From an optimization exercise on the open Yosys and OpenROAD flow, aimed at small area; shortcuts taken in it are not production practice.
At most, simulation tests tie the RTL to the original design; equivalence was not proved.
Only the layout flow was run in run 6; the RTL was not checked for function there.
In every run shown here, the design's own scripts or RTL, not TritonCTS, make the clock network.
The clock port is modelled as an ideal driver, which makes a skipped or thinned clock tree look cheaper than it is; a real chip needs a root buffer or a tree.
Power is estimated from default activity; no workload was simulated.

## flow/config.mk

```make
export PLATFORM = sky130hd
export DESIGN_NAME = seg_595_dynamic
export DESIGN_NICKNAME = seg_595_dynamic
export VERILOG_FILES = /design/flow/design.v
export SDC_FILE = /design/flow/constraint.sdc
export NUM_CORES = 4
export LEC_CHECK = 0
export ABC_AREA = 1
export CAP_MARGIN = 20
export CORE_MARGIN = 2
export CORE_UTILIZATION = 60
export SLEW_MARGIN = 20
```

## flow/constraint.sdc

```tcl
create_clock -name core_clock -period 10.0 [get_ports {sys_clk}]
set_input_delay 2.0000 -clock core_clock [delete_from_list [all_inputs] [get_ports {sys_clk}]]
set_output_delay 2.0000 -clock core_clock [all_outputs]
set_load 0.01 [all_outputs]
```

## flow/design.v

```verilog
module seg_dynamic
(
    input wire sys_clk,
    input wire sys_rst_n,
    input wire [13:0] data,
    input wire [3:0] point,
    input wire seg_en,
    input wire sign,
    output wire stcp,
    output reg shcp,
    output reg ds
);
reg [1:0]  a2;
reg [3:0]  m;
wire [3:0] a = {m[1:0], a2};    
reg [11:0] w;
reg [2:0]  cs;     
wire wtop = w[11] & w[10] & w[5] & w[4];    
wire wend = wtop & w[2];                    
wire ewin = wtop & ~w[2];                   
wire [1:0] wl = w[1:0];
wire mt = (a2 == 2'd3);                      
wire wt = mt & (m[1:0] == 2'd3);             
wire [3:0]  minc = m + mt;                   
wire [11:0] winc = w + wt;                   
always @(posedge sys_clk or negedge sys_rst_n)
    if (!sys_rst_n) begin
        a2 <= 2'd1;
        m <= 4'd0;
        w <= 12'd3124;
    end else begin
        a2 <= a2 + 1'b1;
        m <= minc & ~({4{mt & m[3] & m[1] & m[0]}} & 4'b1100);
        w <= winc & ~({12{wt & wend}} & 12'b1100_0011_0101);
    end
wire flag = wend & (a == 4'd0);    
always @(posedge sys_clk or negedge sys_rst_n)
    if (!sys_rst_n)
        cs <= 3'd0;
    else if (flag)
        cs <= {cs[1:0], ~cs[2]};
wire s0 = ~cs[2] & ~cs[0];
wire s1 = ~cs[1] &  cs[0];
wire s2 = ~cs[2] &  cs[1];
wire s3 =  cs[2] &  cs[0];
wire s4 =  cs[1] & ~cs[0];
wire shi = cs[2] & ~cs[0];           
wire codd = cs[2] ^ cs[1] ^ cs[0];
reg [15:0] r;
reg [3:0]  rem;
reg        qf;     
reg        pf;     
wire [1:0] W = wl;
wire load  = ewin & (a == 4'd2) & (W == {1'b0, ~codd});
wire start = ewin & (((W == 2'd0) & (a == 4'd3)) | ((W == 2'd1) & (a == 4'd3)) |
                     ((W == 2'd2) & (a == 4'd2)) | ((W == 2'd3) & (a == 4'd1)));
wire tap16 = ewin & ((W == 2'd0) | ((W == 2'd1) & (a < 4'd3)));
reg  rot;
always @(*)
    case (1'b1)
        s0: rot = ewin & ((W != 2'd3) | (a == 4'd0));
        s1: rot = ewin & (~W[1] | ((W == 2'd2) & (a < 4'd2)));
        default: rot = 1'b0;
    endcase
wire       top  = tap16 ? r[15] : r[14];
wire [3:0] rin  = (start | ~ewin) ? 4'd0 : rem;
wire [2:0] ru   = rin[3:1];
wire       qbit = ru[0] ^ rin[0];                           
reg  [2:0] un;                                              
always @(*)
    case ({ru, top})
        4'b000_0: un = 3'd0;
        4'b000_1: un = 3'd1;
        4'b001_0: un = 3'd2;
        4'b001_1: un = 3'd3;
        4'b010_0: un = 3'd4;
        4'b010_1: un = 3'd0;
        4'b011_0: un = 3'd1;
        4'b011_1: un = 3'd2;
        4'b100_0: un = 3'd3;
        4'b100_1: un = 3'd4;
        default:  un = {2'b00, top};
    endcase
always @(posedge sys_clk) begin
    r   <= {r[14:0], rot ? top : qbit} | {2'b00, {14{load}} & data};
    rem <= {un, top};
    qf  <= start ? qbit : (qf | qbit);
    if (start)
        pf <= (rem != 4'd0);
end
wire [3:0] pc = {point[3], |point[3:2], |point[3:1], |point[3:0]};    
reg  kc, kl;
always @(*)
    case (1'b1)
        s1: begin kc = pc[1]; kl = pc[0]; end
        s2: begin kc = pc[2]; kl = pc[1]; end
        default: begin kc = pc[3]; kl = pc[2]; end
    endcase
reg kc_d, z_d;
always @(posedge sys_clk) begin
    kc_d <= kc;
    z_d  <= (pf | kl) & sign;    
end
wire show = s0 | qf | (rem != 4'd0) | kc_d;
wire [3:0] nib = shi ? 4'd0 : show ? rem : {3'b111, ~z_d};    
reg [3:0] dd;
reg       dot;
always @(posedge sys_clk or negedge sys_rst_n)
    if (!sys_rst_n) begin
        dd  <= 4'd0;
        dot <= 1'b1;
    end else if (flag) begin
        if (seg_en)
            dd <= nib;
        dot <= ~((s0 & point[0]) | (s1 & point[1]) | (s2 & point[2]) | (s3 & point[3]));
    end
reg [7:0] seg;    
always @(*)
    case (dd)
        4'b0000: seg = {dot, 7'b100_0000};    
        4'b0011: seg = {dot, 7'b111_1001};    
        4'b0100: seg = {dot, 7'b010_0100};    
        4'b0111: seg = {dot, 7'b011_0000};    
        4'b1000: seg = {dot, 7'b001_1001};    
        4'b0001: seg = {dot, 7'b001_0010};    
        4'b0010: seg = {dot, 7'b000_0010};    
        4'b0101: seg = {dot, 7'b111_1000};    
        4'b0110: seg = {dot, 7'b000_0000};    
        4'b1001: seg = {dot, 7'b001_0000};    
        4'b1110: seg = 8'b1011_1111;          
        default: seg = 8'b1111_1111;          
    endcase
wire [3:0] sel = {s4, s3, s2, s1};
wire [11:0] frame = {seg[0], seg[1], seg[2], seg[3], seg[4], seg[5], seg[6], seg[7], sel};
reg ds_pre;    
always @(posedge sys_clk)
    ds_pre <= frame[m];
always @(posedge sys_clk or negedge sys_rst_n)
    if (!sys_rst_n) begin
        ds   <= 1'b0;
        shcp <= 1'b0;
    end else begin
        if ((a2 == 2'd1) & shcp)    
            ds <= ds_pre;
        shcp <= a2[1] ~^ a2[0];    
    end
assign stcp = shcp & (a2 == 2'd1) & (m == 4'd0);
endmodule
module seg_595_dynamic
(
    input wire sys_clk,
    input wire sys_rst_n,
    input wire [13:0] data,
    input wire [3:0] point,
    input wire seg_en,
    input wire sign,
    output wire stcp,
    output wire shcp,
    output wire ds,
    output wire oe
);
seg_dynamic seg_dynamic_inst
(
    .sys_clk(sys_clk),
    .sys_rst_n(sys_rst_n),
    .data(data),
    .point(point),
    .seg_en(seg_en),
    .sign(sign),
    .stcp(stcp),
    .shcp(shcp),
    .ds(ds)
);
assign oe = ~sys_rst_n;
endmodule
```

## flow/flow/run.sh

```bash
#!/bin/bash
set -euo pipefail
export BUFFER_PORTS_ARGS="-buffer_cell sky130_fd_sc_hd__buf_1"
export CLK_GROUPS=3
export CLK_GROUP_CELL=sky130_fd_sc_hd__clkbuf_8
export PRE_CTS_TCL="$(pwd)/flow/clk_groups.tcl"
export POST_RESIZE_TCL="$(pwd)/flow/downsize.tcl"
export POST_FLOORPLAN_TCL="$(pwd)/flow/restructure.tcl"
bash standard.sh > standard_flow.log 2>&1
```

## flow/flow/clk_groups.tcl

```tcl
# Sourced before CTS: the clock tree becomes a few clock buffers driven
# straight from the clock port, each feeding one group of nearby registers.
# CLK_GROUPS (number of groups) and CLK_GROUP_CELL (buffer) come from run.sh.
rename clock_tree_synthesis __std_clock_tree_synthesis
proc clock_tree_synthesis { args } {
  set k $::env(CLK_GROUPS)
  set cell $::env(CLK_GROUP_CELL)
  set block [ord::get_db_block]
  set net [$block findNet sys_clk]
  set sinks {}
  foreach it [$net getITerms] {
    set inst [$it getInst]
    set loc [$inst getLocation]
    lappend sinks [list [lindex $loc 0] [lindex $loc 1] [$inst getName] [[$it getMTerm] getName]]
  }
  set n [llength $sinks]
  # groups: k stripes by x, or a 2x2 grid for k = 4
  set groups {}
  if { $k == 4 } {
    set byx [lsort -integer -index 0 $sinks]
    set half [expr {$n / 2}]
    foreach part [list [lrange $byx 0 [expr {$half - 1}]] [lrange $byx $half end]] {
      set byy [lsort -integer -index 1 $part]
      set h2 [expr {[llength $byy] / 2}]
      lappend groups [lrange $byy 0 [expr {$h2 - 1}]] [lrange $byy $h2 end]
    }
  } else {
    set byx [lsort -integer -index 0 $sinks]
    for {set g 0} {$g < $k} {incr g} {
      set lo [expr {$g * $n / $k}]
      set hi [expr {($g + 1) * $n / $k - 1}]
      lappend groups [lrange $byx $lo $hi]
    }
  }
  set g 0
  foreach grp $groups {
    set sx 0; set sy 0; set pins {}
    foreach s $grp {
      set sx [expr {$sx + [lindex $s 0]}]
      set sy [expr {$sy + [lindex $s 1]}]
      lappend pins [get_pins "[lindex $s 2]/[lindex $s 3]"]
    }
    set m [llength $grp]
    set x [expr {$sx / $m / 1000.0}]
    set y [expr {$sy / $m / 1000.0}]
    puts "clk_groups: group $g of $m registers, $cell at $x $y"
    insert_buffer -buffer_cell $cell -net sys_clk -load_pins $pins \
      -location [list $x $y] -buffer_name clkbuf_g$g -net_name clknet_g$g
    incr g
  }
  set_propagated_clock [all_clocks]
}
```

## flow/flow/downsize.tcl

```tcl
# Sourced after the placement resizing step: every logic gate that synthesis
# mapped to a stronger drive is set to the smallest-area cell of its family,
# as the design has several ns of setup slack. Later repair steps may size up again.
set saved 0.0
foreach inst [[ord::get_db_block] getInsts] {
  set master [$inst getMaster]
  set name [$master getName]
  if { ![regexp {^(sky130_fd_sc_hd__)([a-z0-9]+)_([0-9]+)$} $name -> pre fam drive] } { continue }
  if { [regexp {^(df|sdf|edf|dl|buf|clk|inv|conb|tap|fill|decap|diode)} $fam] } { continue }
  set best $name
  set best_area [expr {[$master getWidth] * [$master getHeight]}]
  foreach lc [get_lib_cells ${pre}${fam}_*] {
    set cname [get_name $lc]
    if { ![regexp "^${pre}${fam}_\[0-9\]+\$" $cname] } { continue }
    set barred 0
    foreach pat $::env(DONT_USE_CELLS) { if { [string match $pat $cname] } { set barred 1 } }
    if { $barred } { continue }
    set m [[ord::get_db] findMaster $cname]
    if { $m eq "NULL" } { continue }
    set ar [expr {[$m getWidth] * [$m getHeight]}]
    if { $ar < $best_area } { set best $cname; set best_area $ar }
  }
  if { $best ne $name } {
    set saved [expr {$saved + ([$master getWidth] * [$master getHeight] - $best_area) / 1e6}]
    replace_cell [$inst getName] $best
  }
}
puts "downsize: saved [format %.2f $saved] um2"
```

## flow/flow/restructure.tcl

```tcl
# Sourced after floorplanning: the combinational logic is re-mapped for area
# (OpenROAD's restructure); registers and their names are left as they are.
# ABC gets a copy of the library without the platform's don't-use cells.
set wd [file join $::env(WORK_HOME) rmp_work]
file mkdir $wd
set src [lindex $::env(LIB_FILES) 0]
set lib [file join $wd restructure.lib]
set f [open $src r]
set text [read $f]
close $f
foreach cell $::env(DONT_USE_CELLS) {
  set start [string first "cell (\"$cell\")" $text]
  if { $start < 0 } { set start [string first "cell (\"$cell\" )" $text] }
  if { $start < 0 } { continue }
  set open [string first "\{" $text $start]
  set depth 0
  set i $open
  set n [string length $text]
  while { $i < $n } {
    set c [string index $text $i]
    if { $c eq "\{" } { incr depth } elseif { $c eq "\}" } { incr depth -1; if { $depth == 0 } { break } }
    incr i
  }
  set text [string replace $text $start $i ""]
}
set f [open $lib w]
puts -nonewline $f $text
close $f
restructure -liberty_file $lib -target area -abc_logfile [file join $wd abc.log] \
  -tielo_port {sky130_fd_sc_hd__conb_1 LO} -tiehi_port {sky130_fd_sc_hd__conb_1 HI} -work_dir $wd
```

## flow/standard.sh

```bash
#!/bin/bash
# synth_recipe.tcl (not shown) runs the flow's synth.tcl, then flattens the netlist and writes it again
# the make line also repeats each setting of config.mk as NAME=value (left out here)
make -C /OpenROAD-flow-scripts/flow DESIGN_CONFIG=/design/flow/config.mk WORK_HOME=/design/flow/orfs CLKGATE_MAP_FILE= SYNTH_SCRIPT=/design/flow/synth_recipe.tcl "${@:-finish}"
```

==> impl_metrics.tcl, run 1 <==
set metrics [dict create \
    synth.top_cell.area_share 0.196 \
    ys_warn_count 1 \
    tightest_slew_ns 0.831 \
    syn_area_per_cell_um2 8.70 \
    ys_ff_latch 53 \
    powerDensity_mw_per_mm2 124 \
    die_h_um 70.9 \
    cp_cell_sequence "buf_1 > buf_4 > clkinv_1 > buf_1" \
    cp_slowest_cell "buf_4" \
    cp.required_ns 8.00 \
    antenna_found_initial 0 \
    postCtsSetupBuffers 0 \
    synth-async-reset-ratio 0.528 \
    antenna_cells 0 \
    finalCriticalPeriod_ns 4.66 \
    hold_depth 0 \
    antenna_left 0 \
    max_stage_delay_ns 0.34 \
    io_pins 26 \
    layout.nets 301 \
    rows 24 \
    whs_ns 0.334 \
    drc 0 \
    hpwl_mm 3.33 \
    design_area_mm2 0.00248 \
    via_count 1803 \
    fin_tns_setup_ns 0 \
    cpMostUsedCell "buf_1" \
    rsz0062_at_grt "no" \
    end_kind "output port" \
    track_usage 0.180 \
    synth-edff-count 1 \
    fin_worst_skew_ns 0.0127 \
    grt-ovfl-total 0 \
    initialDrtViolationCount 105 \
    first_global_vias 1764 \
    drive_gt1_frac 0.0469 \
    ys_seq_area_frac 0.454 \
    wirelength_mm 4.37 \
    reg2reg_depth 9 \
    r2r-end "seg_dynamic_inst.dd[1]" \
    clkLatencyLatePin_ns 0.16 \
    min_from "seg_dynamic_inst.r[13]" \
    cp-startpoint "sys_rst_n" \
    dpl_cell_area_mm2 0.00242 \
    avgViaCountPerCell 5.48 \
    hold_path_end "seg_dynamic_inst.r[14]" \
    p_leak_nw 1.04 \
    hold_path_class "reg -> reg" \
    area_growth_pct -7.82 \
    fp.dieW_um 70.9 \
    cp_max_fo 29 \
    clkTransAtPathRegs_ns 0.11 \
    fillers 415 \
    syn_nets 340 \
    synthCells 309 \
    critPathLaunchType "input pin" \
    die-area_mm2 0.00503 \
    synth.cell_area_mm2 0.00269 \
    final_hold_viol_count 0 \
    relSlewSlack 0.441 \
    hold_buffers 0 \
    timing.final.setup_violations 0 \
    cap_violations 0 \
    gp_congestion 0.871 \
    grt_max_degree 30 \
    synthTopCellsByArea "dfrtp_1 (20%), dfxtp_1 (18%), dfstp_2 (6.8%), nand2_1 (6.3%), inv_1 (5.4%)" \
    yosysUniqueCellTypes 44 \
    coreArea_mm2 0.00432 \
    grt_pass1_wl_mm 7.66 \
    drt_pass1_iterations 4 \
    period_share 0.466 \
    regToRegStartpoint "seg_dynamic_inst.m[0]" \
    yosys-top-cells-count "nand2_1 (45), inv_1 (39), nor2_1 (25), dfxtp_1 (24), dfrtp_1 (21)" \
    maxSlewViolCount 0 \
    portBuffers 25 \
    worstSetupPathType "in -> out" \
    rrSetupSlack_ns 6.96 \
    status "complete, no violations" \
    routedWlPerCell_um 13.3 \
    start_util 0.622 \
    yosysMostFrequentCell "nand2_1" \
    peakVddDrop_mv 0.173 \
    regArea_mm2 0.00122 \
    fmax_mhz 214 \
    cts_resized 0 \
    synth_area_leader_cell "dfrtp_1" \
    cp.arrival_ns 2.66 \
    multi_input_area_um2 888 \
    synth-main-ff-cell "dfxtp_1" \
]
## registers in the layout, indices dropped and copies added (netlist names), 2 cells and up
name / count
seg_dynamic_inst.a2: 2
seg_dynamic_inst.cs: 3
seg_dynamic_inst.dd: 4
seg_dynamic_inst.m: 4
seg_dynamic_inst.r: 16
seg_dynamic_inst.rem: 4
seg_dynamic_inst.w: 12
## stage by stage
stage,util,setup WS [ns],cells,total power (W)
floorplan,-,5.93,309,0.000219
global placement,0.562,5.32,325,0.000232
detailed placement,0.560,5.31,325,0.000233
CTS,0.570,5.30,328,0.000311
global route,0.573,5.19,329,0.000318
finish,0.573,5.34,329,0.000307
## final cells by class, without the clock buffers
class / count / area share
flip-flops and latches: 53 / 0.492
multi-input cells: 153 / 0.359
inverters: 41 / 0.0621
repair buffers: 27 / 0.0439
well taps: 52 / 0.0263
## metal layers
layer | vias up | GRT usage | part of all wire
li1 | 951 | - | -
met1 | 813 | 0.245 | 0.47
met2 | 31 | 0.323 | 0.48
met3 | 8 | 0.0128 | 0.028
met4 | 0 | 0.0294 | 0.017
met5 | - | 0 | 0
## logic make-up (layout without fill, tap and decap cells)
family / count (synthesis) / count (layout) / share of synthesized area
xor gates and xnor gates: 8 / 2 / 0.0261
AOI/OAI and AO/OA: 60 / 80 / 0.139
and+or+nand+nor: 129 / 70 / 0.256
DFF: 53 / 53 / 0.454
muxes: 1 / 1 / 0.00419
adders and majority gates: 9 / 0 / 0.0419
buffers and inverters: 49 / 71 / 0.0787
## critical path, delay by kind of cell
kind / cells / cell delay, ns
buffers and inverters: 4 / 0.66
## cell usage in the layout (no fill, tap or decap), drive strengths merged, types with 3 or more instances in the layout
cell type,Yosys,final
or3,0,3
clkinv,2,41
and3,0,4
dfxtp,24,24
nor3,7,5
clkbuf,0,3
nand2,55,8
nor4,1,8
nor2,34,29
dfrtp,21,21
a21oi,12,14
o21ai,22,18
dfstp,7,7
o22ai,2,14
buf,3,27
a21o,13,13
o221ai,0,4
nand3,24,6
o21a,0,3
a31oi,3,3
## worst max path at each step
stage / to / cells after the start / slack [ns]
global route: oe / 4 / 5.19
CTS: oe / 4 / 5.30
finish: oe / 4 / 5.34
detailed placement: oe / 4 / 5.31
global placement: oe / 4 / 5.32
floorplan: oe / 1 / 5.93
## where the power goes
| part | switching (W) | internal, W |
|---|---|---|
| clock network | 0.0000512 | 0.0000279 |
| registers | 0.00000171 | 0.000215 |
| logic | 0.00000672 | 0.00000451 |
| total | 0.0000596 | 0.000247 |
==> run 2: changes to the inputs <==
--- a/flow/config.mk
+++ b/flow/config.mk
@@ -6,5 +6,4 @@
 export NUM_CORES = 4
 export LEC_CHECK = 0
-export ABC_AREA = 1
 export CAP_MARGIN = 20
 export CORE_MARGIN = 2
==> run 2 against run 1 <==
Still clean. Clock power about the same. Die area down 7.0%. Utilization grew 3.4 points. Critical path type unchanged. Largest cell class unchanged. Highest routed layer unchanged.
==> impl_metrics.tcl, run 2 <==
set metrics [dict create \
    yosys-top-cells-count "dfxtp_1 (24), dfrtp_1 (21), nand2_1 (21), nor2_1 (18), o21ai_0 (16)" \
    critPathLaunchType "input pin" \
    synth_area_leader_cell "dfrtp_1" \
    timing.final.setup_violations 0 \
    finalWorstSetupSlack_ns 5.33 \
    placed_cells 310 \
    largest-register "seg_dynamic_inst.r" \
    end_kind "output port" \
    synth.cell_area_mm2 0.00249 \
    reg2reg_depth 15 \
    ys_seq_area_frac 0.490 \
    dp_slack_ns 5.31 \
    cap_violations 0 \
    yosysMostFrequentCell "dfxtp_1" \
    largest_reg_flops 16 \
    wirelength_mm 4.27 \
    rsz0062_at_grt "no" \
    synth-edff-count 1 \
    min_from "seg_dynamic_inst.r[13]" \
    routedWlPerCell_um 13.6 \
    worstSetupPathType "in -> out" \
    via_count 1792 \
    cp_cell_sequence "buf_1 > buf_4 > clkinv_1 > buf_1" \
    gp_congestion 0.739 \
    status "complete, no violations" \
    rrSetupSlack_ns 6.81 \
    portBuffers 25 \
    hold_buffers 0 \
    fin_tns_setup_ns 0 \
    track_usage 0.191 \
    max_stage_delay_ns 0.34 \
    postCtsSetupBuffers 0 \
    synth.top_cell.area_share 0.211 \
    finalCriticalPeriod_ns 4.67 \
    cp_slowest_cell "buf_4" \
    synth-main-ff-cell "dfxtp_1" \
    ys_warn_count 1 \
    start_util 0.622 \
    area_growth_pct -2.46 \
    critical_path.top_delay_family "buffers and inverters" \
    p_leak_nw 1.05 \
    coreArea_mm2 0.00400 \
    drive_gt1_frac 0.0456 \
    grt_max_degree 30 \
    grt_pass1_wl_mm 7.09 \
    final_cell_mix "nor2_1 (37), clkinv_1 (31), buf_1 (25)" \
    die-area_mm2 0.00468 \
    cp.arrival_ns 2.67 \
    io_pins 26 \
    mostFrequentLayoutCell "nor2_1" \
    period_share 0.467 \
    fillers 349 \
    antenna_found_initial 0 \
    final_hold_viol_count 0 \
    peakVddDrop_mv 0.129 \
    synth-async-reset-ratio 0.528 \
    fin_util 0.607 \
    cp_max_fo 29 \
    fp.dieW_um 68.4 \
    r2r-end "seg_dynamic_inst.w[10]" \
    drc 0 \
    die_h_um 68.4 \
    synthTopCellsByArea "dfrtp_1 (21%), dfxtp_1 (19%), dfstp_2 (7.4%), ha_1 (4.5%), a21o_1 (3.9%)" \
    yosysUniqueCellTypes 56 \
    cpMostUsedCell "buf_1" \
    maxSlewViolCount 0 \
    hpwl_mm 3.13 \
    avgViaCountPerCell 5.73 \
    largestRegisters "seg_dynamic_inst.r (16), seg_dynamic_inst.w (12)" \
    antenna_cells 0 \
    regToRegStartpoint "seg_dynamic_inst.a2[0]" \
    clkTransAtPathRegs_ns 0.10 \
    ys_ff_latch 53 \
    crit_buf_inv 4 \
    clkLatencyLatePin_ns 0.17 \
    first_global_vias 1623 \
    layout.nets 287 \
    tightest_slew_ns 0.787 \
    whs_ns 0.336 \
    relSlewSlack 0.462 \
    cts_resized 0 \
    drt_pass1_iterations 5 \
    grt-ovfl-total 0 \
    syn_area_per_cell_um2 9.99 \
    multi_input_area_um2 878 \
    fmax_mhz 214 \
    syn_nets 280 \
    cp.required_ns 8.00 \
    fin_worst_skew_ns 0.0141 \
    stdcell_count 313 \
    hold_path_end "seg_dynamic_inst.r[14]" \
    antenna_left 0 \
    hold_depth 0 \
    regArea_mm2 0.00122 \
    initialDrtViolationCount 129 \
    powerDensity_mw_per_mm2 127 \
    synthCells 249 \
    hold_path_class "reg -> reg" \
    rows 23 \
]
[run 2: cell types whose count changed after synthesis, moves of 5 or more]
cell / delta
nand2_1: -24
inv_1: -26
nor2_2: -6
a21oi_1: -6
clkbuf_1: +9
o21ai_1: -5
nand2_2: -7
xnor2_1: +9
nor2_1: -7
nand3_2: -6
nand3_1: -9
[run 2: cell type report, without the clock buffers]
type | instances | share of cell area
multi-input combinational | 149 | 0.362
timing repair buffer | 27 | 0.0448
tap | 50 | 0.0258
inverter | 31 | 0.0479
sequential | 53 | 0.503
[run 2: worst max-delay path by stage]
stage                          from  endpoint  slack (ns)  cells past startpoint
final                     sys_rst_n        oe        5.33                      4
after global routing      sys_rst_n        oe        5.18                      4
after CTS                 sys_rst_n        oe        5.31                      4
after detailed placement  sys_rst_n        oe        5.31                      4
after global placement    sys_rst_n        oe        5.32                      4
after floorplan           sys_rst_n        oe        5.93                      1
[run 2: layer usage]
| layer | GRT usage | routed length, µm | vias up |
|---|---|---|---|
| li1 | - | - | 903 |
| met5 | 0 | 0 | - |
| met1 | 0.274 | 2060 | 846 |
| met3 | 0.00987 | 123 | 3 |
| met2 | 0.334 | 2080 | 40 |
| met4 | 0.00750 | 14 | 0 |
[run 2: cells by family (layout without fill, tap and decap cells)]
group	after synthesis	count (layout)	synth area share
compound gates	57	78	0.160
mux	8	0	0.0342
simple gates	82	71	0.176
fa+ha+maj	9	0	0.0452
flops	53	53	0.490
buf+inv	25	61	0.0417
xor+xnor	15	0	0.0528
[run 2: through the flow]
stage,power (W),cell area [µm²]
floorplan,0.000226,2490
global placement,0.000234,2390
detailed placement,0.000234,2390
CTS,0.000313,2430
global route,0.000321,2430
finish,0.000308,2430
[run 2: power by group]
| group | internal (W) | total [W] | switching (W) |
|---|---|---|---|
| combinational | 0.00000513 | 0.0000128 | 0.00000767 |
| clock | 0.0000279 | 0.0000792 | 0.0000513 |
| sequential | 0.000215 | 0.000216 | 0.00000138 |
| total | 0.000248 | 0.000308 | 0.0000603 |
==> run 3: changes to the inputs <==
--- a/flow/design.v
+++ b/flow/design.v
@@ -49,5 +49,4 @@
 reg [15:0] r;
 reg [3:0]  rem;
-reg        qf;     
 reg        pf;     
 wire [1:0] W = wl;
@@ -55,4 +54,5 @@
 wire start = ewin & (((W == 2'd0) & (a == 4'd3)) | ((W == 2'd1) & (a == 4'd3)) |
                      ((W == 2'd2) & (a == 4'd2)) | ((W == 2'd3) & (a == 4'd1)));
+wire last  = ewin & (W == 2'd3) & (a == 4'd15);
 wire tap16 = ewin & ((W == 2'd0) | ((W == 2'd1) & (a < 4'd3)));
 reg  rot;
@@ -85,7 +85,8 @@
     r   <= {r[14:0], rot ? top : qbit} | {2'b00, {14{load}} & data};
     rem <= {un, top};
-    qf  <= start ? qbit : (qf | qbit);
     if (start)
         pf <= (rem != 4'd0);
+    else if (last)
+        pf <= (pf | kl) & sign;    
 end
 wire [3:0] pc = {point[3], |point[3:2], |point[3:1], |point[3:0]};    
@@ -97,11 +98,9 @@
         default: begin kc = pc[3]; kl = pc[2]; end
     endcase
-reg kc_d, z_d;
-always @(posedge sys_clk) begin
+reg kc_d;
+always @(posedge sys_clk)
     kc_d <= kc;
-    z_d  <= (pf | kl) & sign;    
-end
-wire show = s0 | qf | (rem != 4'd0) | kc_d;
-wire [3:0] nib = shi ? 4'd0 : show ? rem : {3'b111, ~z_d};    
+wire show = s0 | (r[6:0] != 7'd0) | (rem != 4'd0) | kc_d;
+wire [3:0] nib = shi ? 4'd0 : show ? rem : {3'b111, ~pf};    
 reg [3:0] dd;
 reg       dot;
==> run 3 against run 2 <==
Still clean. Synthesized area fell by 0.25%. Cell area fell by 0.31%. Hold slack improved by 0.0032 ns. Sequential share of layout area fell by 1.5 points. Sequential power down 3%. Critical path type unchanged. Largest cell class unchanged.
==> impl_metrics.tcl, run 3 <==
set metrics [dict create \
    hold_path_class "reg -> reg" \
    synthCells 252 \
    clkPwrFrac 0.257 \
    finalWorstSetupSlack_ns 5.35 \
    synth-async-reset-ratio 0.549 \
    grt_max_degree 30 \
    cpMostUsedCell "buf_1" \
    synth-main-ff-cell "dfxtp_1" \
    final_hold_viol_count 0 \
    syn_nets 283 \
    synth-edff-count 1 \
    crit_buf_inv 4 \
    yosysUniqueCellTypes 54 \
    layout.nets 285 \
    die_h_um 68.3 \
    r2r-end "seg_dynamic_inst.dd[1]" \
    timing.final.setup_violations 0 \
    top_usage_layer "met2" \
    finalCriticalPeriod_ns 4.65 \
    grt-ovfl-total 0 \
    regToRegStartpoint "seg_dynamic_inst.m[0]" \
    drt_pass1_iterations 5 \
    track_usage 0.195 \
    grt.met3_usage 0.0115 \
    area_growth_pct -2.52 \
    rrSetupSlack_ns 6.97 \
    hold_depth 0 \
    drc 0 \
    mostFrequentLayoutCell "clkinv_1" \
    peakVddDrop_mv 0.143 \
    synthTopCellsByArea "dfrtp_1 (21%), dfxtp_1 (18%), dfstp_2 (7.4%), ha_1 (4.5%), a21o_1 (4.2%)" \
    yosysMostFrequentCell "dfxtp_1" \
    synth.cell_area_mm2 0.00248 \
    relSlewSlack 0.474 \
    initialDrtViolationCount 157 \
    grtUsageMet1 0.279 \
    cp_cell_sequence "buf_1 > buf_4 > clkinv_1 > buf_1" \
    critPathLaunchType "input pin" \
    reg2reg_depth 9 \
    ys_warn_count 1 \
    end_kind "output port" \
    largest_reg_flops 16 \
    period_share 0.465 \
    final_cell_mix "clkinv_1 (34), nor2_1 (28), buf_1 (25)" \
    portBuffers 25 \
    wirelength_mm 4.33 \
    avgViaCountPerCell 5.81 \
    first_global_vias 1551 \
    io_pins 26 \
    grt_pass1_wl_mm 7.14 \
    cp.required_ns 8.00 \
    critical_path.top_delay_family "buffers and inverters" \
    antenna_found_initial 0 \
    syn_area_per_cell_um2 9.85 \
    rsz0062_at_grt "no" \
    cts_resized 0 \
    cp_slowest_cell "buf_4" \
    antenna_cells 0 \
    cp.arrival_ns 2.65 \
    worstSetupPathType "in -> out" \
    clkTransAtPathRegs_ns 0.09 \
    p_switching_w 0.0000571 \
    largest-register "seg_dynamic_inst.r" \
    hold_buffers 0 \
    largestRegisters "seg_dynamic_inst.r (16), seg_dynamic_inst.w (12)" \
    routedWlPerCell_um 13.9 \
    drive_gt1_frac 0.0460 \
    synth_area_leader_cell "dfrtp_1" \
    cp_max_fo 29 \
    max_stage_delay_ns 0.33 \
    gp_congestion 0.825 \
    clkLatencyLatePin_ns 0.16 \
    powerDensity_mw_per_mm2 123 \
    ys_ff_latch 51 \
    fin_worst_skew_ns 0.00717 \
    die-area_mm2 0.00467 \
    hpwl_mm 3.34 \
    cp-startpoint "sys_rst_n" \
    min_from "seg_dynamic_inst.r[13]" \
    power_frac_comb 0.040 \
    rows 23 \
    switching_share 0.192 \
    ys_seq_area_frac 0.475 \
    cap_violations 0 \
    dp_slack_ns 5.30 \
    grtUsageMet2 0.339 \
    p_seq_frac 0.702 \
    synth.top_cell.area_share 0.212 \
    tightest_slew_ns 0.781 \
    yosys-top-cells-count "dfxtp_1 (22), dfrtp_1 (21), nand2_1 (20), o21ai_0 (20), inv_1 (15)" \
    start_util 0.621 \
    coreArea_mm2 0.00400 \
    status "complete, no violations" \
    p_int_w 0.000240 \
    fin_tns_setup_ns 0 \
    via_count 1808 \
    fmax_mhz 215 \
    fp.dieW_um 68.3 \
    maxSlewViolCount 0 \
    hold_path_end "seg_dynamic_inst.r[14]" \
    postCtsSetupBuffers 0 \
    antenna_left 0 \
    p_leak_nw 1.00 \
]
==> run 3: kinds of logic after synthesis <==
kind of cell | after synthesis | synth area share
xor+xnor | 14 | 0.0494
fa+ha+maj | 9 | 0.0454
flops | 51 | 0.475
mux | 7 | 0.0363
buf+inv | 28 | 0.0464
compound gates | 65 | 0.182
simple gates | 78 | 0.165
==> run 3: power by group through the flow <==
stage / registers [W] / clock network [W] / logic (W)
finish: 0.000209 / 0.0000764 / 0.0000120
global route: 0.000209 / 0.0000878 / 0.0000139
CTS: 0.000209 / 0.0000807 / 0.0000123
detailed placement: 0.000213 / 0 / 0.0000123
global placement: 0.000213 / 0 / 0.0000122
floorplan: 0.000212 / 0 / 0.00000508
==> run 3: per-layer routing <==
layer	part of all wire	wire, µm
met5	0	0
met4	0.0079	34
met3	0.030	130
met2	0.47	2040
met1	0.49	2120
==> run 3: worst reg2reg max path, stage by stage (launching register included) <==
cell and delay, ns:
dfrtp_1 0.48, nor2_1 0.37, clkinv_1 0.21, nor4_1 0.72, clkinv_1 0.37, nor2b_1 0.34
o21ai_0 0.19, clkinv_1 0.09, o21ai_0 0.10, o21ai_0 0.10
==> run 3: worst max-delay path by stage <==
stage / end / slack [ns] / depth (start not counted)
final: oe / 5.35 / 4
after detailed placement: oe / 5.30 / 4
after CTS: oe / 5.30 / 4
after floorplan: oe / 5.93 / 1
after global routing: oe / 5.17 / 4
after global placement: oe / 5.33 / 4
==> run 3: area by class of cell, without the clock buffers <==
cell class / count / area [µm²]
Tap cell: 50 / 62.6
Inverter: 34 / 128
Fill cell: 368 / 1580
Timing Repair Buffer: 27 / 109
Multi-Input combinational cell: 146 / 900
Sequential cell: 51 / 1180
==> run 3: stage by stage <==
step,utilization,instances,total power [W],hold slack [ns],area (µm²)
6_report,0.605,311,0.000297,0.339,2420
5_1_grt,0.605,311,0.000311,0.346,2420
4_1_cts,0.605,311,0.000302,0.343,2420
3_5_place_dp,0.595,308,0.000225,0.320,2380
3_3_place_gp,0.596,308,0.000225,0.314,2380
2_1_floorplan,-,252,0.000217,0.310,2480
==> run 4: changes to the inputs <==
--- a/flow/flow/run.sh
+++ b/flow/flow/run.sh
@@ -1,3 +1,15 @@
 #!/bin/bash
+# The standard layout (standard.sh, standard synthesis unchanged) with four
+# changes made through ORFS hooks and variables:
+#  - port buffers use the smallest buffer cell (BUFFER_PORTS_ARGS);
+#  - after floorplanning, OpenROAD's restructure re-maps the combinational
+#    logic for area, with a library copy that leaves out the don't-use cells
+#    (flow/restructure.tcl); registers are not touched;
+#  - after placement resizing, logic gates are set to their smallest drive
+#    (flow/downsize.tcl);
+#  - the clock tree is 3 clkbuf_8, each fed from the clock port and driving
+#    one group of nearby registers (flow/clk_groups.tcl).
+# The make output goes to standard_flow.log; ORFS keeps each step's log
+# under orfs/logs.
 set -euo pipefail
 export BUFFER_PORTS_ARGS="-buffer_cell sky130_fd_sc_hd__buf_1"
==> run 4 against run 3 <==
Synthesized area unchanged. Cell area unchanged. Sequential share of layout area unchanged. Critical endpoint unchanged. Clock skew unchanged. Synthesized cell count unchanged. Maximum frequency unchanged. Clock power about the same. Flip-flop and latch count unchanged. First-iteration DRC count unchanged.
==> impl_metrics.tcl, run 4 <==
set metrics [dict create \
    hold_depth 0 \
    timing.final.setup_violations 0 \
    fillers 368 \
    hold_buffers 0 \
    coreArea_mm2 0.00400 \
    syn_area_per_cell_um2 9.85 \
    cp_cell_sequence "buf_1 > buf_4 > clkinv_1 > buf_1" \
    relSlewSlack 0.474 \
    largest-register "seg_dynamic_inst.r" \
    portBuffers 25 \
    synth-edff-count 1 \
    cap_violations 0 \
    total_power_w 0.000297 \
    worstSetupPathType "in -> out" \
    io_pins 26 \
    largestRegisters "seg_dynamic_inst.r (16), seg_dynamic_inst.w (12)" \
    largest_reg_flops 16 \
    period_share 0.465 \
    grt_pass1_wl_mm 7.14 \
    grt_max_degree 30 \
    first_global_vias 1551 \
    mostFrequentLayoutCell "clkinv_1" \
    routedWlPerCell_um 13.9 \
    ys_warn_count 1 \
    finalCriticalPeriod_ns 4.65 \
    antenna_left 0 \
    postCtsSetupBuffers 0 \
    fp.dieW_um 68.3 \
    synth-async-reset-ratio 0.549 \
    status "complete, no violations" \
    cp.arrival_ns 2.65 \
    die-area_mm2 0.00467 \
    rsz0062_at_grt "no" \
    clkLatencyLatePin_ns 0.16 \
    clkTransAtPathRegs_ns 0.09 \
    drt_pass1_iterations 5 \
    regToRegStartpoint "seg_dynamic_inst.m[0]" \
    grt-ovfl-total 0 \
    tightest_slew_ns 0.781 \
    synth_area_leader_cell "dfrtp_1" \
    yosysMostFrequentCell "dfxtp_1" \
    hold_path_class "reg -> reg" \
    via_count 1808 \
    fin_worst_skew_ns 0.00717 \
    ys_ff_latch 51 \
    initialDrtViolationCount 157 \
    hpwl_mm 3.34 \
    end_kind "output port" \
    r2r-end "seg_dynamic_inst.dd[1]" \
    syn_nets 283 \
    maxSlewViolCount 0 \
    final_hold_viol_count 0 \
    critical_path.top_delay_family "buffers and inverters" \
    rows 23 \
    reg2reg_depth 9 \
    cp_slowest_cell "buf_4" \
    synth.cell_area_mm2 0.00248 \
    yosysUniqueCellTypes 54 \
    antenna_found_initial 0 \
    synthCells 252 \
    gp_congestion 0.825 \
    critPathLaunchType "input pin" \
    fmax_mhz 215 \
    yosys-top-cells-count "dfxtp_1 (22), dfrtp_1 (21), nand2_1 (20), o21ai_0 (20), inv_1 (15)" \
    min_from "seg_dynamic_inst.r[13]" \
    rrSetupSlack_ns 6.97 \
    p_leak_nw 1.00 \
    die_h_um 68.3 \
    synthTopCellsByArea "dfrtp_1 (21%), dfxtp_1 (18%), dfstp_2 (7.4%), ha_1 (4.5%), a21o_1 (4.2%)" \
    cpMostUsedCell "buf_1" \
    ys_seq_area_frac 0.475 \
    drc 0 \
    cts_resized 0 \
    fin_tns_setup_ns 0 \
    layout.nets 285 \
    cp_max_fo 29 \
    powerDensity_mw_per_mm2 123 \
    wirelength_mm 4.33 \
    antenna_cells 0 \
    peakVddDrop_mv 0.143 \
    synth.top_cell.area_share 0.212 \
    cp.required_ns 8.00 \
    hold_path_end "seg_dynamic_inst.r[14]" \
    avgViaCountPerCell 5.81 \
    track_usage 0.195 \
    start_util 0.621 \
    final_cell_mix "clkinv_1 (34), nor2_1 (28), buf_1 (25)" \
    drive_gt1_frac 0.0460 \
    area_growth_pct -2.52 \
    synth-main-ff-cell "dfxtp_1" \
    crit_buf_inv 4 \
    max_stage_delay_ns 0.33 \
    path_depth 4 \
]
run 4: cell families (layout without fill, tap and decap cells):
group | count (synthesis) | in the layout | synth area share
AOI/OAI and AO/OA | 65 | 85 | 0.182
adders and majority gates | 9 | 0 | 0.0454
muxes | 7 | 1 | 0.0363
DFF | 51 | 51 | 0.475
xor gates and xnor gates | 14 | 1 | 0.0494
buffers and inverters | 28 | 64 | 0.0464
and+or+nand+nor | 78 | 59 | 0.165
run 4: power breakdown:
| part | leakage (nW) | total [W] | internal, W | switching [W] |
|---|---|---|---|---|
| clock network | 0.0216 | 0.0000764 | 0.0000279 | 0.0000486 |
| logic | 0.456 | 0.0000120 | 0.00000493 | 0.00000706 |
| registers | 0.525 | 0.000209 | 0.000207 | 0.00000151 |
run 4: cell type report, without the clock buffers:
type / count / area, µm² / share of cell area
multi-input cells: 146 / 900 / 0.372
inverters: 34 / 128 / 0.0527
flip-flops and latches: 51 / 1180 / 0.488
well taps: 50 / 62.6 / 0.0259
repair buffers: 27 / 109 / 0.0450
run 4: worst max-delay path by stage:
stage,start,endpoint
floorplan,sys_rst_n,oe
global placement,sys_rst_n,oe
detailed placement,sys_rst_n,oe
CTS,sys_rst_n,oe
global route,sys_rst_n,oe
finish,sys_rst_n,oe
run 4: metrics by stage:
stage          instance area [µm²]  utilization  hold slack (ns)  setup WS (ns)  instances
2_1_floorplan                 2480            -            0.310           5.93        252
3_3_place_gp                  2380        0.596            0.314           5.33        308
3_5_place_dp                  2380        0.595            0.320           5.30        308
4_1_cts                       2420        0.605            0.343           5.30        311
5_1_grt                       2420        0.605            0.346           5.17        311
6_report                      2420        0.605            0.339           5.35        311
run 4: metal layers:
metal | vias to the layer above | global-route usage | share of wire
met1 | 845 | 0.279 | 0.49
met2 | 33 | 0.339 | 0.47
met4 | 0 | 0.0150 | 0.0079
li1 | 926 | - | -
met3 | 4 | 0.0115 | 0.030
met5 | - | 0 | 0
==> run 5: changes to the inputs <==
--- a/flow/design.v
+++ b/flow/design.v
@@ -51,9 +51,8 @@
 reg        pf;     
 wire [1:0] W = wl;
-wire load  = ewin & (a == 4'd2) & (W == {1'b0, ~codd});
-wire start = ewin & (((W == 2'd0) & (a == 4'd3)) | ((W == 2'd1) & (a == 4'd3)) |
-                     ((W == 2'd2) & (a == 4'd2)) | ((W == 2'd3) & (a == 4'd1)));
+wire load  = (a == 4'd2) & (W == {1'b0, ~codd});
+wire start = (~W[1] & (a == 4'd3)) | ((W == 2'd2) & (a == 4'd2)) | ((W == 2'd3) & (a == 4'd1));
 wire last  = ewin & (W == 2'd3) & (a == 4'd15);
-wire tap16 = ewin & ((W == 2'd0) | ((W == 2'd1) & (a < 4'd3)));
+wire tap16 = ~W[1] & (~W[0] | (a < 4'd3));
 reg  rot;
 always @(*)
==> run 5 against run 4 <==
Utilization rose by 0.22 points. Clock power barely moved. Power decreased by 2.7%. Cell area down 0.36%. Synthesized area down 0.91%. Largest power group unchanged. Highest routed layer unchanged.
==> impl_metrics.tcl, run 5 <==
set metrics [dict create \
    status "complete, no violations" \
    syn_nets 283 \
    period_share 0.466 \
    yosys-top-cells-count "dfxtp_1 (22), nand2_1 (22), dfrtp_1 (21), o21ai_0 (20), inv_1 (14)" \
    timing.final.setup_violations 0 \
    area_growth_pct -1.98 \
    synth.cell_area_mm2 0.00246 \
    max_stage_delay_ns 0.34 \
    via_count 1754 \
    end_kind "output port" \
    antenna_left 0 \
    fin_worst_skew_ns 0.0109 \
    postCtsSetupBuffers 0 \
    largest-register "seg_dynamic_inst.r" \
    p_leak_nw 1.04 \
    ys_warn_count 1 \
    largestRegisters "seg_dynamic_inst.r (16), seg_dynamic_inst.w (12)" \
    p_int_w 0.000236 \
    die-area_mm2 0.00463 \
    yosysUniqueCellTypes 49 \
    clkTransAtPathRegs_ns 0.09 \
    cp.required_ns 8.00 \
    coreArea_mm2 0.00397 \
    powerDensity_mw_per_mm2 120 \
    grt-ovfl-total 0 \
    synth-async-reset-ratio 0.549 \
    antenna_found_initial 0 \
    rsz0062_at_grt "no" \
    largest_reg_flops 16 \
    relSlewSlack 0.255 \
    synth_area_leader_cell "dfrtp_1" \
    p_seq_frac 0.711 \
    synth-edff-count 1 \
    min_from "seg_dynamic_inst.r[13]" \
    cts_resized 0 \
    start_util 0.619 \
    first_global_vias 1494 \
    clkPwrFrac 0.264 \
    cp.arrival_ns 2.66 \
    syn_area_per_cell_um2 9.76 \
    final_hold_viol_count 0 \
    worstSetupPathType "in -> out" \
    cpMostUsedCell "buf_1" \
    cp_max_fo 29 \
    portBuffers 25 \
    peakVddDrop_mv 0.127 \
    avgViaCountPerCell 5.57 \
    ys_ff_latch 51 \
    drive_gt1_frac 0.0453 \
    routedWlPerCell_um 13.4 \
    final_cell_mix "clkinv_1 (33), nor2_1 (29), buf_1 (25)" \
    drc 0 \
    fillers 378 \
    mostFrequentLayoutCell "clkinv_1" \
    antenna_cells 0 \
    grt_pass1_wl_mm 6.98 \
    wirelength_mm 4.22 \
    gp_congestion 0.793 \
    critPathLaunchType "input pin" \
    synth.top_cell.area_share 0.214 \
    design_area_mm2 0.00241 \
    switching_share 0.183 \
    die_h_um 68.0 \
    fmax_mhz 215 \
    rows 23 \
    drt_pass1_iterations 4 \
    synthTopCellsByArea "dfrtp_1 (21%), dfxtp_1 (18%), dfstp_2 (7.5%), ha_1 (4.6%), o21ai_0 (4.1%)" \
    hpwl_mm 3.23 \
    hold_buffers 0 \
    dpl_cell_area_mm2 0.00237 \
    cp-startpoint "sys_rst_n" \
    io_pins 26 \
    initialDrtViolationCount 69 \
    ys_seq_area_frac 0.480 \
    fin_tns_setup_ns 0 \
    p_switching_w 0.0000528 \
    cp_cell_sequence "buf_1 > buf_4 > clkinv_1 > buf_1" \
    critical_path.top_delay_family "buffers and inverters" \
    cap_violations 0 \
    multi_input_area_um2 895 \
    fp.dieW_um 68.0 \
    crit_buf_inv 4 \
    track_usage 0.192 \
    power_frac_comb 0.024 \
    tightest_slew_ns 1.11 \
    hold_path_class "reg -> reg" \
    layout.nets 289 \
    synth-main-ff-cell "dfxtp_1" \
    synthCells 252 \
    cp_slowest_cell "buf_4" \
    grt_max_degree 30 \
    regArea_mm2 0.00118 \
    regToRegStartpoint "seg_dynamic_inst.a2[0]" \
    maxSlewViolCount 0 \
    clkLatencyLatePin_ns 0.16 \
    finalCriticalPeriod_ns 4.66 \
    fin_util 0.607 \
    whs_ns 0.338 \
]
==> run 5: final timing paths <==
kind | endpoint | slack (ns) | cells past startpoint
worst max-delay path | oe | 5.34 | 4
worst min-delay path | seg_dynamic_inst.r[14] | 0.34 | 0
worst max register to register | seg_dynamic_inst.w[11] | 6.76 | 14
worst min register to register | seg_dynamic_inst.r[14] | 0.34 | 0
max in group asynchronous | seg_dynamic_inst.w[11] | 7.85 | 2
min in group asynchronous | seg_dynamic_inst.m[3] | 1.83 | 2
==> run 5: worst register-to-register path, stage by stage (launching register included) <==
cell and delay (ns):
dfstp_2 0.56, clkinv_1 0.11, nor2_1 0.24, nand2_1 0.14
nor2_1 0.33, nand2_1 0.15, nor2_1 0.23, and3_1 0.24
and2_0 0.20, nand2_1 0.11, nor2_1 0.16, and2_0 0.23
and3_1 0.21, and2_0 0.17, o21a_1 0.12
==> run 5: final cells by class, without the clock buffers <==
cell class | instances | share of cell area
timing repair buffer | 27 | 0.0451
inverter | 33 | 0.0514
tap | 50 | 0.0259
sequential | 51 | 0.489
multi-input combinational | 151 | 0.371
==> run 5: cells by family (layout without fill, tap and decap cells) <==
kind of cell,after synthesis,in the layout,synth area share
muxes,6,0,0.0264
AOI/OAI and AO/OA,64,87,0.173
adders and majority gates,9,0,0.0458
and+or+nand+nor,84,64,0.184
DFF,51,51,0.480
xor gates and xnor gates,13,0,0.0463
buffers and inverters,25,63,0.0443
==> run 5: layer usage <==
metal  GRT usage  vias to the layer above  wire (µm)
met3      0.0115                        8        116
met1       0.294                      797       2130
met4      0.0275                        0         66
met2       0.306                       30       1910
met5           0                        -          0
li1            -                      919          -
==> run 5: through the flow <==
step	std cells	power, W	setup WS (ns)
final	315	0.000289	5.34
after global routing	315	0.000302	5.24
after CTS	315	0.000293	5.31
after detailed placement	312	0.000217	5.32
after global placement	312	0.000217	5.32
after floorplan	252	0.000211	5.93
==> run 5: power by group through the flow <==
stage / combinational, W / clock (W) / sequential [W]
2_1_floorplan: 0.00000100 / 0 / 0.000210
3_3_place_gp: 0.00000725 / 0 / 0.000210
3_5_place_dp: 0.00000724 / 0 / 0.000210
4_1_cts: 0.00000727 / 0.0000804 / 0.000206
5_1_grt: 0.00000837 / 0.0000877 / 0.000206
6_report: 0.00000707 / 0.0000763 / 0.000206
==> run 6: changes to the inputs <==
--- a/flow/design.v
+++ b/flow/design.v
@@ -82,5 +82,5 @@
     endcase
 always @(posedge sys_clk) begin
-    r   <= {r[14:0], rot ? top : qbit} | {2'b00, {14{load}} & data};
+    r   <= {r[14:0], rot ? top : (qbit | (last & kc))} | {2'b00, {14{load}} & data};
     rem <= {un, top};
     if (start)
@@ -97,8 +97,5 @@
         default: begin kc = pc[3]; kl = pc[2]; end
     endcase
-reg kc_d;
-always @(posedge sys_clk)
-    kc_d <= kc;
-wire show = s0 | (r[6:0] != 7'd0) | (rem != 4'd0) | kc_d;
+wire show = s0 | (r[6:0] != 7'd0) | (rem != 4'd0);
 wire [3:0] nib = shi ? 4'd0 : show ? rem : {3'b111, ~pf};    
 reg [3:0] dd;
==> run 6 against run 5 <==
Utilization is 0.53 points higher. Power is 2.0% lower. Sequential share of layout area is 1.6 points lower. Critical path depth stayed put. Clock skew is 0.00081 ns higher. Sequential power is 2% lower. Synthesized cell count is 3.2% higher. Largest power group unchanged. Highest routed layer unchanged.
==> impl_metrics.tcl, run 6 <==
set metrics [dict create \
    reg2reg_depth 14 \
    cp.required_ns 8.00 \
    portBuffers 25 \
    synth.top_cell.area_share 0.211 \
    gp_congestion 0.789 \
    ys_seq_area_frac 0.467 \
    antenna_left 0 \
    finalWorstSetupSlack_ns 5.35 \
    path_depth 4 \
    largest_reg_flops 16 \
    cp_max_fo 29 \
    tightest_slew_ns 1.02 \
    clkPwrFrac 0.259 \
    area_growth_pct -1.46 \
    whs_ns 0.338 \
    initialDrtViolationCount 111 \
    end_kind "output port" \
    regToRegStartpoint "seg_dynamic_inst.a2[0]" \
    critical_path.top_delay_family "buffers and inverters" \
    track_usage 0.201 \
    fmax_mhz 215 \
    maxSlewViolCount 0 \
    peakVddDrop_mv 0.184 \
    antenna_found_initial 0 \
    synth_compound_area_frac 0.173 \
    p_int_w 0.000232 \
    finalCriticalPeriod_ns 4.65 \
    p_switching_w 0.0000511 \
    dp_slack_ns 5.32 \
    dpl_cell_area_mm2 0.00240 \
    grt_max_degree 30 \
    switching_share 0.180 \
    min_from "seg_dynamic_inst.r[13]" \
    cpMostUsedCell "buf_1" \
    fin_tns_setup_ns 0 \
    yosysUniqueCellTypes 58 \
    power_frac_comb 0.030 \
    cp_slowest_cell "buf_4" \
    cp.arrival_ns 2.65 \
    syn_nets 291 \
    drc 0 \
    worstSetupPathType "in -> out" \
    first_global_vias 1644 \
    crit_buf_inv 4 \
    largestRegisters "seg_dynamic_inst.r (16), seg_dynamic_inst.w (12)" \
    via_count 1826 \
    cp_cell_sequence "buf_1 > buf_4 > clkinv_1 > buf_1" \
    ys_ff_latch 50 \
    clkLatencyLatePin_ns 0.16 \
    synth-edff-count 1 \
    synth-main-ff-cell "dfxtp_1" \
    powerDensity_mw_per_mm2 116 \
    synth_top_family_by_area "simple AND/OR/NAND/NOR gates" \
    mostFrequentLayoutCell "clkinv_1" \
    synth_fa_ha_area_frac 0.0453 \
    final_hold_viol_count 0 \
    grt-ovfl-total 0 \
    cap_violations 0 \
    period_share 0.465 \
    hold_buffers 0 \
    avgViaCountPerCell 5.58 \
    synth_area_leader_cell "dfrtp_1" \
    yosys-top-cells-count "nand2_1 (24), dfrtp_1 (21), dfxtp_1 (21), nor2_1 (16), o21ai_0 (16)" \
    fillers 390 \
    ys_warn_count 1 \
    fp.dieW_um 68.4 \
    p_seq_frac 0.711 \
    synth-async-reset-ratio 0.560 \
    critPathLaunchType "input pin" \
    synthXorXnorAreaFrac 0.0493 \
    hold_depth 0 \
    synth.area.mux_share 0.0221 \
    drt_pass1_iterations 4 \
    design_area_mm2 0.00245 \
    synthTopCellsByArea "dfrtp_1 (21%), dfxtp_1 (17%), dfstp_2 (7.4%), ha_1 (4.5%), a21o_1 (4.2%)" \
    antenna_cells 0 \
    rows 23 \
    drive_gt1_frac 0.0433 \
    synth_simple_gate_area_frac 0.192 \
    routedWlPerCell_um 13.7 \
    die-area_mm2 0.00467 \
    hold_path_class "reg -> reg" \
    r2r-end "seg_dynamic_inst.w[10]" \
    cts_resized 0 \
    max_stage_delay_ns 0.34 \
    final_cell_mix "clkinv_1 (52), nor2_1 (32), buf_1 (25)" \
    die_h_um 68.4 \
    syn_area_per_cell_um2 9.56 \
    postCtsSetupBuffers 0 \
    synth.cell_area_mm2 0.00249 \
    yosysMostFrequentCell "nand2_1" \
    start_util 0.622 \
    p_leak_nw 0.924 \
    layout.nets 301 \
    relSlewSlack 0.313 \
    clkTransAtPathRegs_ns 0.09 \
    wirelength_mm 4.48 \
    rsz0062_at_grt "no" \
    io_pins 26 \
    grt_pass1_wl_mm 7.30 \
    status "complete, no violations" \
    rrSetupSlack_ns 6.74 \
    largest-register "seg_dynamic_inst.r" \
    hold_path_end "seg_dynamic_inst.r[14]" \
    hpwl_mm 3.48 \
    synthCells 260 \
    timing.final.setup_violations 0 \
    coreArea_mm2 0.00400 \
    fin_worst_skew_ns 0.0117 \
]
run 6: cell types whose count changed in the layout (fill, tap and decap cells not counted), sizes merged, moves of 4 or more:
cell / change
o21bai: +13
o22ai: +4
a21o: -13
o21ai: -10
clkinv: +19
run 6: cell type report, without the clock buffers:
class / count / area (µm²) / area share
inverters: 52 / 195 / 0.0797
well taps: 50 / 62.6 / 0.0255
multi-input cells: 146 / 890 / 0.363
flip-flops and latches: 50 / 1160 / 0.473
repair buffers: 26 / 101 / 0.0414
run 6: cell families (layout without fill, tap and decap cells):
kind of cell,count (synthesis),count (layout)
and+or+nand+nor,89,65
AOI/OAI and AO/OA,64,80
DFF,50,50
buffers and inverters,29,81
xor gates and xnor gates,14,0
adders and majority gates,9,0
muxes,5,1
run 6: power groups by stage:
stage	logic, W	clock network [W]	registers [W]
finish	0.00000850	0.0000735	0.000201
global route	0.00000998	0.0000836	0.000201
CTS	0.00000874	0.0000788	0.000201
detailed placement	0.00000864	0	0.000206
global placement	0.00000859	0	0.000206
floorplan	0.00000623	0	0.000207
run 6: worst max-delay path by stage:
stage / end / startpoint / slack (ns)
after floorplan: oe / sys_rst_n / 5.93
after global placement: oe / sys_rst_n / 5.33
after detailed placement: oe / sys_rst_n / 5.32
after CTS: oe / sys_rst_n / 5.32
after global routing: oe / sys_rst_n / 5.23
final: oe / sys_rst_n / 5.35
run 6: routing by layer:
| layer | share of wire | wire length [µm] | global-route usage | vias up |
|---|---|---|---|---|
| met5 | 0 | 0 | 0 | - |
| met4 | 0.018 | 81 | 0.0325 | 0 |
| met3 | 0.042 | 190 | 0.0164 | 6 |
| met2 | 0.44 | 1970 | 0.341 | 38 |
| met1 | 0.50 | 2240 | 0.285 | 831 |
| li1 | - | - | - | 951 |
run 6: metrics by stage:
step | instances | util | power (W)
floorplan | 260 | - | 0.000213
global placement | 324 | 0.601 | 0.000214
detailed placement | 324 | 0.601 | 0.000214
CTS | 327 | 0.611 | 0.000289
global route | 327 | 0.612 | 0.000295
finish | 327 | 0.612 | 0.000283

port drivers added, routing unchanged:
The results above use ideal ports. As a check the final layouts listed here were re-extracted and re-timed, cells and wires unchanged. Step 1 sets driving cells, clkbuf_16 on the clock port and buf_2 on the other inputs (assumed; they add their load-dependent delay and slew). Step 2 also shifts input and output timing later by t, the mid clock arrival at the registers, as if the neighbouring blocks saw the same clock. Slacks: ideal / step 1 / step 2; pairs: ideal / step 1.
run	t, ns	setup WS [ns]	worst slew at a driven data input, ns
run 1	0.198	5.337 / 5.314 / 5.314	0.03
run 2	0.197	5.325 / 5.301 / 5.301	0.03
run 3	0.200	5.350 / 5.324 / 5.324	0.04
run 4	0.200	5.350 / 5.324 / 5.324	0.04
run 5	0.195	5.342 / 5.320 / 5.320	0.03
run 6	0.191	5.353 / 5.329 / 5.329	0.04
After both steps setup and hold are still met in every run listed.
